What follows belongs to an exercise in optimizing a design on an open flow for small area and a short achievable clock period; a production flow would make more cautious choices.

==> v31: inputs <==
Design PE, start of the top module:
module PE#(
    parameter d_width = 32,
    parameter a_width = 8,
    parameter iact_size =  5,
    parameter kernel_size = 3
)
(
    input start,
    input clk, rst_n,
    input [d_width -1 : 0] weight,
    input [d_width -1 : 0] iact,
    output reg load_weight,
    output reg load_iact,
    output reg done,
    output reg [d_width -1 : 0] pe_out
);
    reg [4:0] cnt;
    wire [4:0] nc = (cnt == 5'd0) ? (start ? 5'd1 : 5'd0) :
                    (cnt == 5'd27) ? 5'd0 : cnt + 5'd1;
    always @(posedge clk or negedge rst_n)
        if (!rst_n) cnt <= 5'd0;
        else cnt <= nc;
    reg ld_i;    
    reg ld_w;    
    reg clr;     
    reg tap4;    
    reg hold;    
    reg outp;    
    always @(posedge clk or negedge rst_n)
        if (!rst_n) begin
            ld_i <= 1'b0; ld_w <= 1'b0; clr <= 1'b0; tap4 <= 1'b0; hold <= 1'b0; outp <= 1'b0;
        end else begin
            ld_i <= (nc >= 5'd1) && (nc <= 5'd5);
            ld_w <= (nc >= 5'd7) && (nc <= 5'd9);
            clr  <= (nc == 5'd9) || (nc == 5'd14) || (nc == 5'd18);
            tap4 <= (nc == 5'd14) || (nc == 5'd18) || (nc == 5'd19) || (nc == 5'd20);
            hold <= (nc == 5'd12);
            outp <= (nc == 5'd14) || (nc == 5'd18) || (nc == 5'd22);
        end
    reg [31:0] r0, r1, r2, r3, r4;
    reg [31:0] w0, w1, w2;
    reg [31:0] a;           
    reg [15:0] an;          
    always @(posedge clk) begin
        r0 <= r1; r1 <= r2; r2 <= r3; r3 <= r4; r4 <= ld_i ? iact : r0;
        w0 <= w1; w1 <= w2; w2 <= ld_w ? weight : w0;
        a <= tap4 ? r0 : r2;
        an <= ~(tap4 ? r0[15:0] : r2[15:0]);
    end
  ...
clock: 10.0 ns
lec_check: 0
cap_margin: 20
core_margin: 2
core_utilization: 60
cts_buf_list: sky130_fd_sc_hd__clkbuf_16
cts_cluster_diameter: 60
cts_cluster_size: 30
slew_margin: 20
run.sh (not shown) runs the stock make flow with config.mk's settings and CLKGATE_MAP_FILE= SYNTH_SCRIPT=/design/flow/synth_recipe.tcl, a recipe that flattens the netlist after the stock synthesis.
==> v12: changes against v31 <==
- CTS_BUF_LIST: sky130_fd_sc_hd__clkbuf_16 -> unset
- CTS_CLUSTER_DIAMETER: 60 -> unset
- CTS_CLUSTER_SIZE: 30 -> unset
==> notes <==
- In maximum frequency, v12 and v31 hardly differ.
- In non-clock buffer count, v12 and v31 do not differ.
- In v12 the utilization is higher than in v31, by 0.88 points.
- In v12 the first-iteration DRC count is larger than in v31, by 9.9%.
- In v12 the design area is higher than in v31, by 1.3%.
- Between v12 and v31, the lower sequential share of layout area is in v12 (gap 0.46 points).
- Sequential cell count is the same in v12 and v31.
- Between v12 and v31, the lower final cell count is in v31 (gap about 0.8%, measured against v31).
- Hold slack: v12 is worse than v31 (0.88 ps).
==> figures <==
metric                                                                                                v12             v31
Outcome                                                                                    finished clean  finished clean
Share of the final layout cell area in multi-input gates                                            49.0%           49.6%
Ratio of layout area to synthesized area                                                           1.107x          1.092x
Routed len/inst                                                                                   19.6 um         19.4 um
Average vias per placed instance                                                                     5.45            5.46
Number of global-route vias before repair                                                           18081           17772
Post-CTS clock slew at the launch and capture registers of the worst setup and hold paths           70 ps          110 ps
Maximum clock frequency                                                                           262 MHz         262 MHz
Post-route core utilization                                                                         67.3%           66.4%
Final std cell area, no fill                                                                   30600 um^2      30200 um^2
Total Nets Final                                                                                     2990            2975
Slew @ Worst Pin                                                                                  1080 ps         1080 ps
Number of inserted filler cells in the final layout                                                  3626            3686
Clock Buffer Count                                                                                     65              38
Sequential share of cell area                                                                       34.5%           35.0%
Data arrival time of the critical path                                                            4280 ps         4250 ps
GR Layer Usage met1                                                                                 37.9%           37.7%
Grt met3 use                                                                                        3.81%           3.20%
Met3 wire len                                                                                     3.08 mm         2.85 mm
No functional check of the RTL was part of any run of this note.

==> port drivers added, routing unchanged <==
The results above use ideal ports. As a check the final layouts listed here were re-extracted and re-timed, cells and wires unchanged. Step 1 (the two cells are an assumption about what drives the block):
set clk [get_ports {clk}]
set_driving_cell -lib_cell sky130_fd_sc_hd__clkbuf_16 $clk
set_driving_cell -lib_cell sky130_fd_sc_hd__buf_2 [delete_from_list [all_inputs] $clk]
Step 2 also shifts input and output timing later by t, the mid clock arrival at the registers, as if the neighbouring blocks saw the same clock. a / b / c = ideal ports / drivers / drivers and shift; a / b = the first two.
| run | t, ns | setup slack, ns | hold slack, ns |
|---|---|---|---|
| v31 | 0.632 | 6.185 / 6.185 / 6.185 | 0.321 / 0.321 / 0.321 |
| v12 | 0.656 | 6.185 / 6.185 / 6.185 | 0.320 / 0.320 / 0.320 |
After both steps setup and hold are still met in every run listed.
